Context: an optimization exercise on an open-source flow, tuned for a short achievable clock period. The choices shown serve that exercise and are no tape-out recipe. Function was checked by simulation only, so behaviour that the tests miss may differ from the original. Power is estimated from default activity; no workload was simulated.

==> design.v <==
module mips_core(
	input         clk,
	input         reset,
	output [31:0] imem_addr,
	input  [31:0] imem_rdata,
	output [31:0] dmem_addr,
	output [31:0] dmem_wdata,
	output        dmem_we,
	output        dmem_re,
	input  [31:0] dmem_rdata
	);
	reg [31:0] pc;
	reg [31:0] pc_id;
	reg [31:0] pcid4;             
	reg [31:0] ins;
	reg        vld;               
	reg [31:1] p1_oh, p2_oh;
	reg        p1_wd, p2_wd;
	reg        selb;              
	reg        fa_ex, fb_ex, fa_wb, fb_wb;  
	reg [31:0] a_x;               
	reg [31:0] b_x;               
	reg [31:0] s_x;               
	reg [31:0] shin_x;            
	reg        fill_x;            
	reg [3:0]  shh_x;             
	reg [7:0]  shl_x;             
	reg        op_ar, cin_x, op_or, op_and, op_lui, op_sll, op_srl, op_sra, op_slt;
	reg [4:0]  rwn_x, rt_x;
	reg        rw_x, mr_x, mw_x, br_x;
	reg [1:0]  d2r_x;
	reg [31:0] alu_m, st_m;
	reg [4:0]  rwn_m;
	reg        rw_m, mr_m, mw_m;
	reg [1:0]  d2r_m;
	reg [31:0] wd;                
	reg [4:0]  rwn_w;
	reg        rw_w;
	reg [31:0] gpr [1:31];
	function [32:0] pfx_add;
		input [31:0] x, y;
		input        ci;
		reg [31:0] p, g, pn, gn, c;
		integer i, s;
		begin
			p = x ^ y;
			g = x & y;
			g[0] = g[0] | (p[0] & ci);
			for (s = 1; s < 32; s = s * 2) begin
				pn = p; gn = g;
				for (i = s; i < 32; i = i + 1) begin
					gn[i] = g[i] | (p[i] & g[i - s]);
					pn[i] = p[i] & p[i - s];
				end
				p = pn; g = gn;
			end
			c = {g[30:0], ci};
			pfx_add = {g[31], (x ^ y) ^ c};
		end
	endfunction
	wire [31:0] insv = vld ? ins : 32'b0;
	wire [5:0] op = insv[31:26];
	wire [5:0] fn = insv[5:0];
	wire [4:0] rs = insv[25:21];
	wire [4:0] rt = insv[20:16];
	wire [4:0] rd = insv[15:11];
	wire [15:0] imm = insv[15:0];
	wire rtype  = (op == 6'b000000);
	wire i_addu = rtype & (fn == 6'b100001);
	wire i_subu = rtype & (fn == 6'b100011);
	wire i_add  = rtype & (fn == 6'b100000);
	wire i_sub  = rtype & (fn == 6'b100010);
	wire i_or   = rtype & (fn == 6'b100101);
	wire i_and  = rtype & (fn == 6'b100100);
	wire i_sll  = rtype & (fn == 6'b000000);
	wire i_srl  = rtype & (fn == 6'b000010);
	wire i_sra  = rtype & (fn == 6'b000011);
	wire i_jr   = rtype & (fn == 6'b001000);
	wire i_slt  = rtype & (fn == 6'b101010);
	wire i_addi = (op == 6'b001000);
	wire i_slti = (op == 6'b001010);
	wire i_ori  = (op == 6'b001101);
	wire i_lui  = (op == 6'b001111);
	wire i_beq  = (op == 6'b000100);
	wire i_bne  = (op == 6'b000101);
	wire i_j    = (op == 6'b000010);
	wire i_jal  = (op == 6'b000011);
	wire i_lw   = (op == 6'b100011);
	wire i_sw   = (op == 6'b101011);
	wire r_alu   = i_addu | i_subu | i_add | i_sub | i_or | i_and | i_sll | i_srl | i_sra | i_slt;
	wire c_rw    = r_alu | i_addi | i_slti | i_ori | i_lui | i_jal | i_lw;
	wire c_br    = i_jr | i_beq | i_bne | i_j | i_jal;
	wire [4:0] reg_rd = r_alu ? rd : (i_jal ? 5'd31 : rt);
	wire [1:0] c_d2r = {i_jal, i_lw};
	wire [31:0] sext = {{16{imm[15]}}, imm};
	wire [31:0] zext = {16'b0, imm};
	reg [31:0] port1, port2;
	integer k;
	always @(*) begin
		port1 = {32{p1_wd}} & wd;
		port2 = {32{p2_wd}} & wd;
		for (k = 1; k < 32; k = k + 1) begin
			port1 = port1 | ({32{p1_oh[k]}} & gpr[k]);
			port2 = port2 | ({32{p2_oh[k]}} & gpr[k]);
		end
	end
	wire [31:0] outa = selb ? port2 : port1;
	wire [31:0] outb = selb ? port1 : port2;
	wire [32:0] sum_c = pfx_add(a_x, b_x, cin_x);
	wire [31:0] sum = sum_c[31:0];
	wire lt = (a_x[31] != ~b_x[31]) ? a_x[31] : sum[31];
	wire [31:0] sh1 = ({32{shh_x[0]}} & shin_x) |
	                  ({32{shh_x[1]}} & {{8{fill_x}}, shin_x[31:8]}) |
	                  ({32{shh_x[2]}} & {{16{fill_x}}, shin_x[31:16]}) |
	                  ({32{shh_x[3]}} & {{24{fill_x}}, shin_x[31:24]});
	reg [31:0] sr;
	integer q;
	always @(*) begin
		sr = 32'b0;
		for (q = 0; q < 8; q = q + 1)
			sr = sr | ({32{shl_x[q]}} & (({{32{fill_x}}, sh1}) >> q));
	end
	reg [31:0] sr_rev;
	integer r;
	always @(*) for (r = 0; r < 32; r = r + 1) sr_rev[r] = sr[31 - r];
	wire [31:0] oth = ({32{op_or}}  & (a_x | b_x)) |
	                  ({32{op_and}} & (a_x & b_x)) |
	                  ({32{op_lui}} & {b_x[15:0], 16'b0}) |
	                  ({32{op_sll}} & sr_rev) |
	                  ({32{op_srl | op_sra}} & sr);
	wire [31:0] alu_out = op_ar ? sum : (op_slt ? {31'b0, lt} : oth);
	wire f_ex = fa_ex | fb_ex;
	wire f_wb = fa_wb | fb_wb;
	wire [31:0] cx = port1;
	wire eq_reg = f_wb ? (cx == wd) : (cx == port2);
	wire [31:0] pp = a_x ^ b_x;
	wire [31:0] gg = a_x & b_x;
	wire [31:0] cneed = pp ^ cx;                   
	wire [31:0] cout  = gg | (pp & ~cx);           
	wire eq_ar  = (cneed == {cout[30:0], cin_x});
	wire eq_slt = (cx[31:1] == 31'b0) & (cx[0] == lt);
	wire eq_oth = (oth == cx);
	wire eq_ex  = op_ar ? eq_ar : (op_slt ? eq_slt : eq_oth);
	wire eq = f_ex ? eq_ex : eq_reg;
	wire stall = (mr_x & ((rt_x == rs) | (rt_x == rt))) |
	             (rw_x & br_x & ((rwn_x == rs) | (rwn_x == rt)));
	wire jmp  = ~stall & (i_j | i_jal | i_jr);
	wire tk_eq = ~stall & i_beq;
	wire tk_ne = ~stall & i_bne;
	wire take = eq ? tk_eq : tk_ne;
	wire flush = eq ? (tk_eq | jmp) : (tk_ne | jmp);
	wire [31:0] pc4 = pfx_add(pc, 32'd4, 1'b0);
		wire [31:0] btgt = pfx_add(pcid4, {sext[29:0], 2'b00}, 1'b0);
	wire [31:0] npc_nb = stall ? pc :
	                     (i_j | i_jal) ? {pc4[31:28], insv[25:0], 2'b00} :
	                     i_jr ? outa : pc4;
	wire [31:0] npc_eq = tk_eq ? btgt : npc_nb;
	wire [31:0] npc_ne = tk_ne ? btgt : npc_nb;
	wire [31:0] npc = eq ? npc_eq : npc_ne;
	wire ma = rw_x & (rwn_x != 5'd0) & (rwn_x == rs);
	wire mb = rw_x & (rwn_x != 5'd0) & (rwn_x == rt);
	wire wa = rw_m & (rwn_m != 5'd0) & (rwn_m == rs);
	wire wb = rw_m & (rwn_m != 5'd0) & (rwn_m == rt);
	wire [31:0] pcm4 = pfx_add(pc_id, 32'hfffffffc, 1'b0);
	wire [31:0] wnm_n = (d2r_m == 2'b00) ? alu_m : ((d2r_m == 2'b10) ? pcm4 : 32'b0);
	wire [31:0] wd_n = (d2r_m == 2'b01) ? dmem_rdata : wnm_n;
	wire wd_nz_n = (d2r_m == 2'b01) ? (|dmem_rdata) : (|wnm_n);
	wire [31:0] a_n = ma ? alu_out : ((~mb & wa) ? wd_n : ({32{vld}} & outa));
	wire [31:0] s_n = (~ma & mb) ? alu_out : ((~ma & ~mb & ~wa & wb) ? wd_n : ({32{vld}} & outb));
	reg [31:0] s_n_rev;
	integer r2;
	always @(*) for (r2 = 0; r2 < 32; r2 = r2 + 1) s_n_rev[r2] = s_n[31 - r2];
	wire sub_n = i_subu | i_sub | i_slt | i_slti;
	wire [31:0] b_pre = (i_lw | i_sw | i_addi | i_slti) ? sext : ((i_ori | i_lui) ? zext : s_n);
	wire [31:0] b_n = sub_n ? ~b_pre : b_pre;
	assign imem_addr  = pc;
	assign dmem_addr  = alu_m;
	assign dmem_wdata = st_m;
	assign dmem_we    = mw_m;
	assign dmem_re    = mr_m;
	wire [4:0] nrs = imem_rdata[25:21];
	wire [4:0] nrt = imem_rdata[20:16];
	wire [31:1] nrs_oh, nrt_oh;
	genvar d;
	generate
		for (d = 1; d < 32; d = d + 1) begin : dec
			assign nrs_oh[d] = (nrs == d);
			assign nrt_oh[d] = (nrt == d);
		end
	endgenerate
	wire rd_nz = (reg_rd != 5'd0);
	wire m_nz  = (rwn_x != 5'd0);
	wire nfa_ex = rw_x & rd_nz & (reg_rd == nrs);
	wire nfb_ex = ~nfa_ex & rw_x & rd_nz & (reg_rd == nrt);
	wire nfa_wb = ~nfa_ex & ~nfb_ex & rw_m & m_nz & (rwn_x == nrs);
	wire nfb_wb = ~nfa_ex & ~nfb_ex & ~nfa_wb & rw_m & m_nz & (rwn_x == nrt);
	wire nselb = nfa_ex | nfa_wb;
	wire nwt_a = wd_nz_n & (nrs != 5'd0) & (nrs == rwn_m);
	wire nwt_b = wd_nz_n & (nrt != 5'd0) & (nrt == rwn_m);
	always @(posedge clk or posedge reset) begin
		if (reset) begin
			pc <= 32'h00003000;
			pc_id <= 32'b0;
			pcid4 <= 32'd4;
			ins <= 32'b0;
			vld <= 1'b0;
			p1_oh <= 31'b0; p2_oh <= 31'b0;
			p1_wd <= 1'b0; p2_wd <= 1'b0;
			selb <= 1'b0;
			fa_ex <= 1'b0; fb_ex <= 1'b0; fa_wb <= 1'b0; fb_wb <= 1'b0;
		end else begin
			pc <= npc;
			pc_id <= pc;
			pcid4 <= pc4;
			ins <= imem_rdata;
			vld <= ~flush;
			p1_oh <= nselb ? (nrt_oh & ~{31{nwt_b}}) : (nrs_oh & ~{31{nwt_a}});
			p2_oh <= nselb ? (nrs_oh & ~{31{nwt_a}}) : (nrt_oh & ~{31{nwt_b}});
			p1_wd <= nselb ? nwt_b : nwt_a;
			p2_wd <= nselb ? nwt_a : nwt_b;
			selb <= nselb;
			fa_ex <= nfa_ex;
			fb_ex <= nfb_ex;
			fa_wb <= nfa_wb;
			fb_wb <= nfb_wb;
		end
	end
	always @(posedge clk or posedge reset) begin
		if (reset) begin
			a_x <= 32'b0; b_x <= 32'b0; s_x <= 32'b0;
			shin_x <= 32'b0; fill_x <= 1'b0; shh_x <= 4'b0; shl_x <= 8'b0;
			op_ar <= 1'b0; cin_x <= 1'b0; op_or <= 1'b0; op_and <= 1'b0; op_lui <= 1'b0;
			op_sll <= 1'b0; op_srl <= 1'b0; op_sra <= 1'b0; op_slt <= 1'b0;
			rwn_x <= 5'b0; rt_x <= 5'b0;
			rw_x <= 1'b0; mr_x <= 1'b0; mw_x <= 1'b0; br_x <= 1'b0;
			d2r_x <= 2'b0;
		end else begin
			a_x <= a_n; b_x <= b_n; s_x <= s_n;
			shin_x <= i_sll ? s_n_rev : s_n;
			fill_x <= i_sra & s_n[31];
			shh_x <= {insv[10:9] == 2'd3, insv[10:9] == 2'd2, insv[10:9] == 2'd1, insv[10:9] == 2'd0};
			shl_x <= 8'b1 << insv[8:6];
			op_ar  <= i_addu | i_add | i_addi | i_lw | i_sw | i_subu | i_sub;
			cin_x  <= sub_n;
			op_or  <= i_or | i_ori;
			op_and <= i_and;
			op_lui <= i_lui;
			op_sll <= i_sll;
			op_srl <= i_srl;
			op_sra <= i_sra;
			op_slt <= i_slt | i_slti;
			rwn_x <= reg_rd; rt_x <= rt;
			rw_x <= c_rw & ~stall;
			mr_x <= i_lw & ~stall;
			mw_x <= i_sw & ~stall;
			br_x <= c_br;
			d2r_x <= c_d2r;
		end
	end
	always @(posedge clk or posedge reset) begin
		if (reset) begin
			alu_m <= 32'b0; st_m <= 32'b0; rwn_m <= 5'b0;
			rw_m <= 1'b0; mr_m <= 1'b0; mw_m <= 1'b0; d2r_m <= 2'b0;
		end else begin
			alu_m <= alu_out; st_m <= s_x; rwn_m <= rwn_x;
			rw_m <= rw_x; mr_m <= mr_x; mw_m <= mw_x; d2r_m <= d2r_x;
		end
	end
	always @(posedge clk or posedge reset) begin
		if (reset) begin
			wd <= 32'b0; rwn_w <= 5'b0; rw_w <= 1'b0;
		end else begin
			wd <= wd_n; rwn_w <= rwn_m; rw_w <= rw_m;
		end
	end
	genvar g;
	generate
		for (g = 1; g < 32; g = g + 1) begin : regs
			always @(posedge clk or posedge reset) begin
				if (reset)
					gpr[g] <= 32'b0;
				else if (rw_w && rwn_w == g)
					gpr[g] <= wd;
			end
		end
	endgenerate
endmodule
==> flow/run.sh <==
#!/bin/bash
# Own layout flow: the standard layout (standard.sh) with two changes.
# 1. Synthesis leaves adders as plain gates for abc (no full/half-adder cells),
#    so abc can shape the carry logic for speed; registers are unchanged.
# 2. ORFS's timing repair is asked to leave a larger setup slack than the standard
#    flow does, so that it keeps sizing and buffering the slowest paths.
# The constraints (constraint.sdc) are the standard flow's, unchanged.
set -euo pipefail
bash standard.sh ADDER_MAP_FILE= synth > synth.log 2>&1
bash standard.sh ADDER_MAP_FILE= SETUP_SLACK_MARGIN=9.5 TNS_END_PERCENT=100 finish > layout.log 2>&1
==> standard.sh <==
#!/bin/bash
# synth_recipe.tcl (not shown) runs the flow's synth.tcl, then flattens the netlist and writes it again
# the make line also repeats each setting of config.mk as NAME=value (left out here)
make -C /OpenROAD-flow-scripts/flow DESIGN_CONFIG=/design/flow/config.mk WORK_HOME=/design/flow/orfs CLKGATE_MAP_FILE= SYNTH_SCRIPT=/design/flow/synth_recipe.tcl "${@:-finish}"
==> config.mk <==
export PLATFORM = sky130hd
export DESIGN_NAME = mips_core
export DESIGN_NICKNAME = mips_core
export VERILOG_FILES = /design/flow/design.v
export SDC_FILE = /design/flow/constraint.sdc
export NUM_CORES = 4
export LEC_CHECK = 0
export CAP_MARGIN = 40
export CORE_MARGIN = 2
export CORE_UTILIZATION = 40
export SLEW_MARGIN = 40
==> constraint.sdc <==
create_clock -name core_clock -period 12.5 [get_ports {clk}]
set_input_delay 2.5000 -clock core_clock [delete_from_list [all_inputs] [get_ports {clk}]]
set_output_delay 2.5000 -clock core_clock [all_outputs]
set_load 0.01 [all_outputs]
==> flow_summary_export.csv, run 1 <==
group,metric,value,unit
sta,period_minus_slack,4.506,ns
run,maxCapViolations,0,
critical_path,cp-start-kind,"flip-flop",
logic_synthesis,yosysWarnings,2,
critical_path,cpPeakStageDelay,0.63,ns
sta,tightest_slew,1.057,ns
placed_design,pre_cts_slack,6.571,ns
routing,routed_wl,417.6,mm
clock_tree,cts_hold_buf,0,
routing,first_pass_iters,15,
critical_path,crit_family,"simple AND/OR/NAND/NOR gates",
routing,wl_per_cell,40.26,um
layout,final_cell_area,99460,um2
layout,areaGrowthSynthToFinish,29.06,%
clock_tree,cts_root_buf,"clkbuf_16",
clock_tree,clk_pin_slew,0.07,ns
pwr,vdd.ir_drop.worst,163.6,uV
sta,final-hold-violation-count,0,
sta,layout_setup_ws,7.994,ns
placed_design,dpl.cell_count,9482,
logic_synthesis,ys_ff_latch,1466,
sta,holdWs,0.3416,ns
floorplan,start_util,40.14,%
routing,drtIter0Drc,14240,
routing,ant_nets,0,
critical_path,cp_cell_sequence,"buf_8 -> a22oi_1 -> nand4_1 -> nor4_1 -> buf_4 -> a21oi_1 -> xnor2_1 -> nor4_1 -> nand4_1 -> o31ai_4 -> and3b_1 -> o2bb2ai_1 -> nor3b_4 -> buf_12 -> buf_16 -> mux2_4",
routing,avgViaCountPerCell,7.252,
global_route,grt_pass1_vias,71089,
layout,final_cells,10373,
global_route,grt_pass1_wl,564.4,mm
routing,drc,0,
placed_design,io_buffers,163,
placed_design,place_area,81970,um2
sta,finalSetupViolCount,0,
critical_path,critPathMaxFanout,25,
critical_path,path_class,"flip-flop to flip-flop",
critical_path,cp_num_buf_inv,4,
logic_synthesis,synthTopCellsByArea,"dfrtp_1, mux2_2, a22oi_1, xnor2_1, clkbuf_1",
layout,nets,7769,
clock_tree,clk_latency,0.87,ns
sta,slew_headroom,27.50,%
sta,max_freq,221.9,MHz
global_route,grt_overflow,0,
floorplan,die_height,442.9,um
global_route,antenna_found_initial,24,
logic_synthesis,syn_nets,7257,
sta,finalCritPeriodShare,36.05,%
clock_tree,cts_buffers,158,
critical_path,slowest_stage,"dfrtp_4",
layout,multi_input_area,41790,um2
layout,regArea,36980,um2
clock_tree,tritoncts,"done",
placed_design,hpwl,238.8,mm
logic_synthesis,synth_area,77060,um2
placed_design,place.gp.congestion,1.014,
global_route,track_usage,40.62,%
critical_path,worst-endpoint-arrival,5.22,ns
clock_tree,clock_path_buffers,3,
floorplan,die-area,196200,um2
logic_synthesis,synth_edf_count,0,
logic_synthesis,synth.most_common_cell,"dfrtp_1",
logic_synthesis,synthArstFlopShare,100.0,%
sta,fin_setup_tns,0,ns
logic_synthesis,synth_top_flop_cell,"dfrtp_1",
critical_path,crit_path_end_kind,"flip-flop",
sta,finalClockSkew,0.04237,ns
clock_tree,cts_sinks,1466,
layout,drive_above_1_share,39.73,%
floorplan,die_w,442.9,um
critical_path,required,13.22,ns
outcome,status,"complete, no violations",
pwr,power.leakage,44.50,nW
clock_tree,htreeDepth,4,
sta,maxSlewViolCount,0,
logic_synthesis,syn-mean-instance-area,10.72,um2
logic_synthesis,netlist_instances,7191,
layout,fill_cells,16496,
logic_synthesis,yosysTopAreaCell,"dfrtp_1",
worst_hold_path,hold_path.class,"flip-flop to flip-flop",
logic_synthesis,yosys.cell_types.count,87,
logic_synthesis,synth_common_cells,"dfrtp_1, a22oi_1, mux2_2",
routing,vias,75220,
floorplan,core_area,192000,um2
floorplan,fp-row-count,161,
sta,rsz0062_at_grt,"true",
floorplan,ioPinCount,164,
logic_synthesis,synth_top_area_share,47.51,%
logic_synthesis,seq_area_frac_synth,47.61,%
pwr,pwr_density_cell,124.4,nW/um2
global_route,grt_max_degree,82,
-- worst paths after layout --
path / slack [ns] / end / from / depth (start not counted)
setup reg to reg: 7.99 / pc[21]$_DFF_PP0_ / p2_oh[12]$_DFF_PP0_ / 16
hold / removal: 0.34 / st_m[14]$_DFF_PP0_ / s_x[14]$_DFF_PP0_ / 0
hold reg to reg: 0.34 / st_m[14]$_DFF_PP0_ / s_x[14]$_DFF_PP0_ / 0
min in group asynchronous: 2.02 / gpr[10][6]$_DFFE_PP0P_ / reset / 4
setup / recovery: 7.99 / pc[21]$_DFF_PP0_ / p2_oh[12]$_DFF_PP0_ / 16
max in group asynchronous: 9.54 / st_m[10]$_DFF_PP0_ / reset / 9
-- area by class of cell --
cell class	count	share of cell area, %
Antenna cell	12	0.03019
Clock buffer	208	4.480
Clock inverter	84	1.097
Inverter	113	0.4730
Multi-Input combinational cell	4967	42.02
Sequential cell	1466	37.18
Tap cell	2526	3.178
Timing Repair Buffer	997	11.54
-- per-stage QoR --
stage | util, % | power (mW)
6_report | 51.81 | 12.37
5_1_grt | 51.79 | 12.64
4_1_cts | 50.35 | 12.19
3_5_place_dp | 42.70 | 6.789
3_3_place_gp | 42.53 | 6.776
2_1_floorplan | - | 6.209
-- cells in the final DEF (no fill, tap or decap), drive strengths merged, types with 40 or more instances in the layout --
cell	instances
o21ai	194
xnor2	228
nor3	70
nand2	393
nor4	72
a31oi	45
mux2	1036
xor2	110
buf	894
nand4	275
a22oi	1171
a21oi	219
maj3	51
dfrtp	1463
nor2	357
mux2i	73
a211oi	40
clkbuf	219
clkinv	50
nand3	120
inv	115
-- registers in the layout, indices dropped and copies added, names as in the netlist, 32 cells and up --
register,flops
gpr,992
a_x,32
alu_m,32
b_x,32
ins,32
pc,32
pcid4,32
s_x,32
shin_x,32
st_m,32
wd,32
-- where the power goes --
group / switching (mW) / total (mW) / leakage, nW / internal, mW
clock: 2.19 / 5.08 / 2.72 / 2.90
sequential: 0.365 / 5.34 / 19.9 / 4.98
combinational: 1.14 / 1.95 / 21.8 / 0.805
-- cells by family (layout without fill, tap and decap cells) --
kind of cell / Yosys count / after routing / synth area share [%]
other cells: 0 / 12 / 0
xor+xnor: 338 / 338 / 3.841
mux: 1109 / 1109 / 16.09
buf+inv: 759 / 1402 / 3.754
fa+ha+maj: 51 / 51 / 0.6624
flops: 1466 / 1466 / 47.61
compound gates: 1965 / 1965 / 18.14
simple gates: 1503 / 1504 / 9.909
-- metal layers --
layer / GRT usage [%] / vias to the layer above / wire (um)
met5: 0.7570 / - / 413
met4: 27.52 / 33 / 39390
met3: 18.28 / 2376 / 66840
met2: 54.71 / 7132 / 161100
met1: 51.66 / 37414 / 149800
li1: - / 28265 / -
-- what timing repair did --
action                     4_1_cts  5_1_grt
setup endpoints to repair     1575      507
buffers inserted               398      127
resized for setup             1599      379
gates cloned                    50       12
pin swaps                      201      228
==> inputs of run 2 (changes only) <==
--- a/config.mk
+++ b/config.mk
@@ -9,3 +9,3 @@
 export CORE_MARGIN = 2
-export CORE_UTILIZATION = 40
+export CORE_UTILIZATION = 50
 export SLEW_MARGIN = 40
==> run 2 against run 1 <==
Net effect:
- global-route usage is 10 points higher
- final area fell by 0.64%
- clock power up 3%
- final cell count shrank 4.8%
- core utilization grew 13 points
- register-to-register slack worse by 0.12 ns
- maximum frequency is 2.5% lower
- combinational power barely moved
- wire length barely moved
- count of clock-buffer cells in the layout grew 12
- critical path type unchanged
- largest cell class unchanged
==> flow_summary_export.csv, run 2 <==
group,metric,value,unit
outcome,status,"complete, no violations",
logic_synthesis,synth_edf_count,0,
placed_design,hpwl,240.7,mm
floorplan,die_height,396.6,um
clock_tree,cts_root_buf,"clkbuf_16",
sta,slew_headroom,23.98,%
critical_path,crit_path_end_kind,"flip-flop",
logic_synthesis,seq_area_frac_synth,47.61,%
sta,maxSlewViolCount,0,
sta,finalClockSkew,0.04041,ns
sta,finalCritPeriodShare,36.99,%
logic_synthesis,synth_top_flop_cell,"dfrtp_1",
global_route,grt_pass1_vias,70449,
logic_synthesis,synthMuxAreaShare,16.09,%
logic_synthesis,syn-mean-instance-area,10.72,um2
logic_synthesis,netlist_instances,7191,
routing,wl_per_cell,42.27,um
logic_synthesis,synth_compound_area_share,18.14,%
clock_tree,cts_sinks,1466,
sta,period_minus_slack,4.624,ns
sta,finalSetupViolCount,0,
logic_synthesis,yosysWarnings,2,
routing,routed_wl,417.6,mm
critical_path,critPathMaxFanout,22,
clock_tree,cts_buffers,160,
layout,fill_cells,11933,
global_route,grt_max_degree,76,
placed_design,place.gp.congestion,1.029,
sta,max_freq,216.3,MHz
logic_synthesis,synth_top_area_share,47.51,%
pwr,pwr_density_cell,126.2,nW/um2
routing,drtIter0Drc,16220,
clock_tree,clk_latency,0.83,ns
logic_synthesis,synth_top_family_by_area,"compound AO/OA/AOI/OAI gates",
layout,final_common_cell,"dfrtp_1",
pwr,vdd.ir_drop.worst,139.7,uV
logic_synthesis,synth.most_common_cell,"dfrtp_1",
layout,final_cells,9879,
logic_synthesis,synthAdderAreaFrac,0.6624,%
global_route,track_usage,51.09,%
logic_synthesis,synth_common_cells,"dfrtp_1, a22oi_1, mux2_2",
floorplan,die_w,396.6,um
critical_path,slowest_stage,"dfrtp_4",
logic_synthesis,synth_xor_area_share,3.841,%
critical_path,cpPeakStageDelay,0.67,ns
floorplan,core_area,153500,um2
critical_path,required,13.20,ns
floorplan,ioPinCount,164,
worst_hold_path,hold_path.class,"flip-flop to flip-flop",
routing,avgViaCountPerCell,7.688,
clock_tree,tritoncts,"done",
routing,ant_nets,0,
logic_synthesis,synthSimpleGateAreaFrac,9.909,%
logic_synthesis,synth_area,77060,um2
floorplan,die-area,157300,um2
layout,areaGrowthSynthToFinish,28.24,%
routing,drc,0,
routing,first_pass_iters,11,
clock_tree,cts_hold_buf,0,
sta,fin_setup_tns,0,ns
critical_path,cp-start-kind,"flip-flop",
sta,rsz0062_at_grt,"true",
floorplan,start_util,50.20,%
clock_tree,clock_path_buffers,3,
sta,tightest_slew,1.138,ns
critical_path,path_class,"flip-flop to flip-flop",
global_route,grt_pass1_wl,563.6,mm
clock_tree,clk_pin_slew,0.06,ns
layout,layout_common_cells,"dfrtp_1, a22oi_1, mux2_2",
layout,drive_above_1_share,39.42,%
placed_design,io_buffers,163,
logic_synthesis,synthTopCellsByArea,"dfrtp_1, mux2_2, a22oi_1, xnor2_1, clkbuf_1",
critical_path,worst-endpoint-arrival,5.32,ns
placed_design,dpl.cell_count,9003,
routing,vias,75949,
pwr,power.leakage,44.42,nW
logic_synthesis,ys_ff_latch,1466,
floorplan,fp-row-count,144,
layout,largest_reg_flops,992,
logic_synthesis,syn_nets,7257,
global_route,grt_overflow,0,
critical_path,cp_cell_sequence,"buf_6 -> a22oi_1 -> nand4_1 -> nor4_4 -> buf_6 -> buf_4 -> buf_4 -> nand2_1 -> o211ai_1 -> a311oi_1 -> and4_1 -> nand3_1 -> nor4_4 -> buf_4 -> nor4_4 -> nor3b_4 -> buf_12 -> buf_16 -> mux2_4",
clock_tree,htreeDepth,4,
logic_synthesis,synthArstFlopShare,100.0,%
global_route,antenna_found_initial,26,
logic_synthesis,yosysTopAreaCell,"dfrtp_1",
sta,final-hold-violation-count,0,
layout,regMostFlops,"gpr",
logic_synthesis,yosys.cell_types.count,87,
layout,nets,7748,
run,maxCapViolations,0,
[run 2: cell count changes in the layout (fill, tap and decap cells not counted), sizes merged, moves of 2 or more]
cell	before	now
buf	894	877
clkbuf	219	232
diode	12	20
bufbuf	27	20
clkinv	50	43
bufinv	17	22
clkinvlp	15	10
clkdlybuf4s15	9	13
dlygate4sd2	24	21
clkdlybuf4s50	32	30
[run 2: kinds of logic (layout without fill, tap and decap cells)]
family          count (synthesis)  in the layout
compound gates               1965           1965
simple gates                 1503           1503
flops                        1466           1466
mux                          1109           1109
buf+inv                       759           1383
xor+xnor                      338            338
fa+ha+maj                      51             51
other cells                     0             20
[run 2: what timing repair did]
action	CTS	global route
endpoints found under the setup margin	1879	705
cloned	45	12
hold endpoints to repair	0	0
setup buffers	338	166
resized for setup	1494	476
pin swaps	231	212
[run 2: worst max-delay path: cells and delay by family, from the launching register on]
| kind | cells | cell delay [ns] |
|---|---|---|
| buf+inv | 7 | 1.53 |
| mux | 1 | 0.31 |
| simple gates | 8 | 1.30 |
| compound gates | 3 | 0.67 |
| flops | 1 | 0.67 |
[run 2: power by group]
part | switching (mW) | internal [mW]
clock network | 2.15 | 3.05
logic | 1.14 | 0.786
registers | 0.363 | 4.98
total | 3.65 | 8.82
[run 2: final timing paths]
kind | startpoint | end | slack (ns) | cells past startpoint
max | p1_oh[23]$_DFF_PP0_ | pc[21]$_DFF_PP0_ | 7.88 | 19
min | s_x[3]$_DFF_PP0_ | st_m[3]$_DFF_PP0_ | 0.35 | 0
max reg2reg | p1_oh[23]$_DFF_PP0_ | pc[21]$_DFF_PP0_ | 7.88 | 19
min reg2reg | s_x[3]$_DFF_PP0_ | st_m[3]$_DFF_PP0_ | 0.35 | 0
max in group asynchronous | reset | pc[5]$_DFF_PP0_ | 9.51 | 7
min in group asynchronous | reset | gpr[25][26]$_DFFE_PP0P_ | 1.91 | 2
[run 2: layer usage]
metal  global-route usage (%)  share of wire (%)  vias up
met2                    65.07                 37     7681
li1                         -                  -    28233
met4                    31.17                9.0       40
met1                    66.09                 36    37512
met3                    28.46                 18     2483
met5                    2.494               0.25        -
[run 2: metrics by stage]
step           hold slack, ns  setup WS [ns]  instance area [um2]  util (%)  power, mW
4_1_cts                0.3476          8.031                95090     61.95      12.21
3_3_place_gp           0.3329          6.642                81170     52.87      6.740
3_5_place_dp           0.3347          6.716                81490     53.09      6.767
5_1_grt                0.3483          7.981                98790     64.36      12.74
2_1_floorplan          0.3312         -10.29                77070         -      6.209
6_report               0.3455          7.876                98830     64.38      12.47
[run 2: layout make-up]
class | count | area (um2) | share of cell area, %
antenna | 20 | 50.05 | 0.05064
clock buffer | 220 | 4623 | 4.678
clock inverter | 75 | 1052 | 1.065
inverter | 113 | 459.2 | 0.4646
multi-input combinational | 4966 | 41870 | 42.37
sequential | 1466 | 36980 | 37.42
tap | 2044 | 2557 | 2.588
timing repair buffer | 974 | 11230 | 11.37
timing repair inverter | 1 | 5.005 | 0.005064

==> re-timing with driven ports <==
How much do the figures lean on ideal ports? The routed layouts below were timed once more, with nothing changed but the port constraints.
Step 1 (the two cells are an assumption about what drives the block):
set clk [get_ports {clk}]
set_driving_cell -lib_cell sky130_fd_sc_hd__clkbuf_16 $clk
set_driving_cell -lib_cell sky130_fd_sc_hd__buf_2 [delete_from_list [all_inputs] $clk]
Step 2 moves the port delays by t, midway between the first and last clock arrival at a register: inputs arrive t later, outputs are due t later. That takes back most of the time a late clock gives input paths.
Three values: ideal ports, drivers, drivers and shift; two values: the first two.
run | t (ns) | slack for setup (ns) | slew at the worst register clock pin (ns)
run 1 | 0.952 | 7.994 / 7.994 / 7.332 | 0.07 / 0.07
run 2 | 0.899 | 7.876 / 7.876 / 7.358 | 0.07 / 0.07
After both steps setup and hold are still met in every run listed. The setup slack of run 1, which loses most, moves by 0.000 ns with the drivers and by -0.662 ns with both steps.
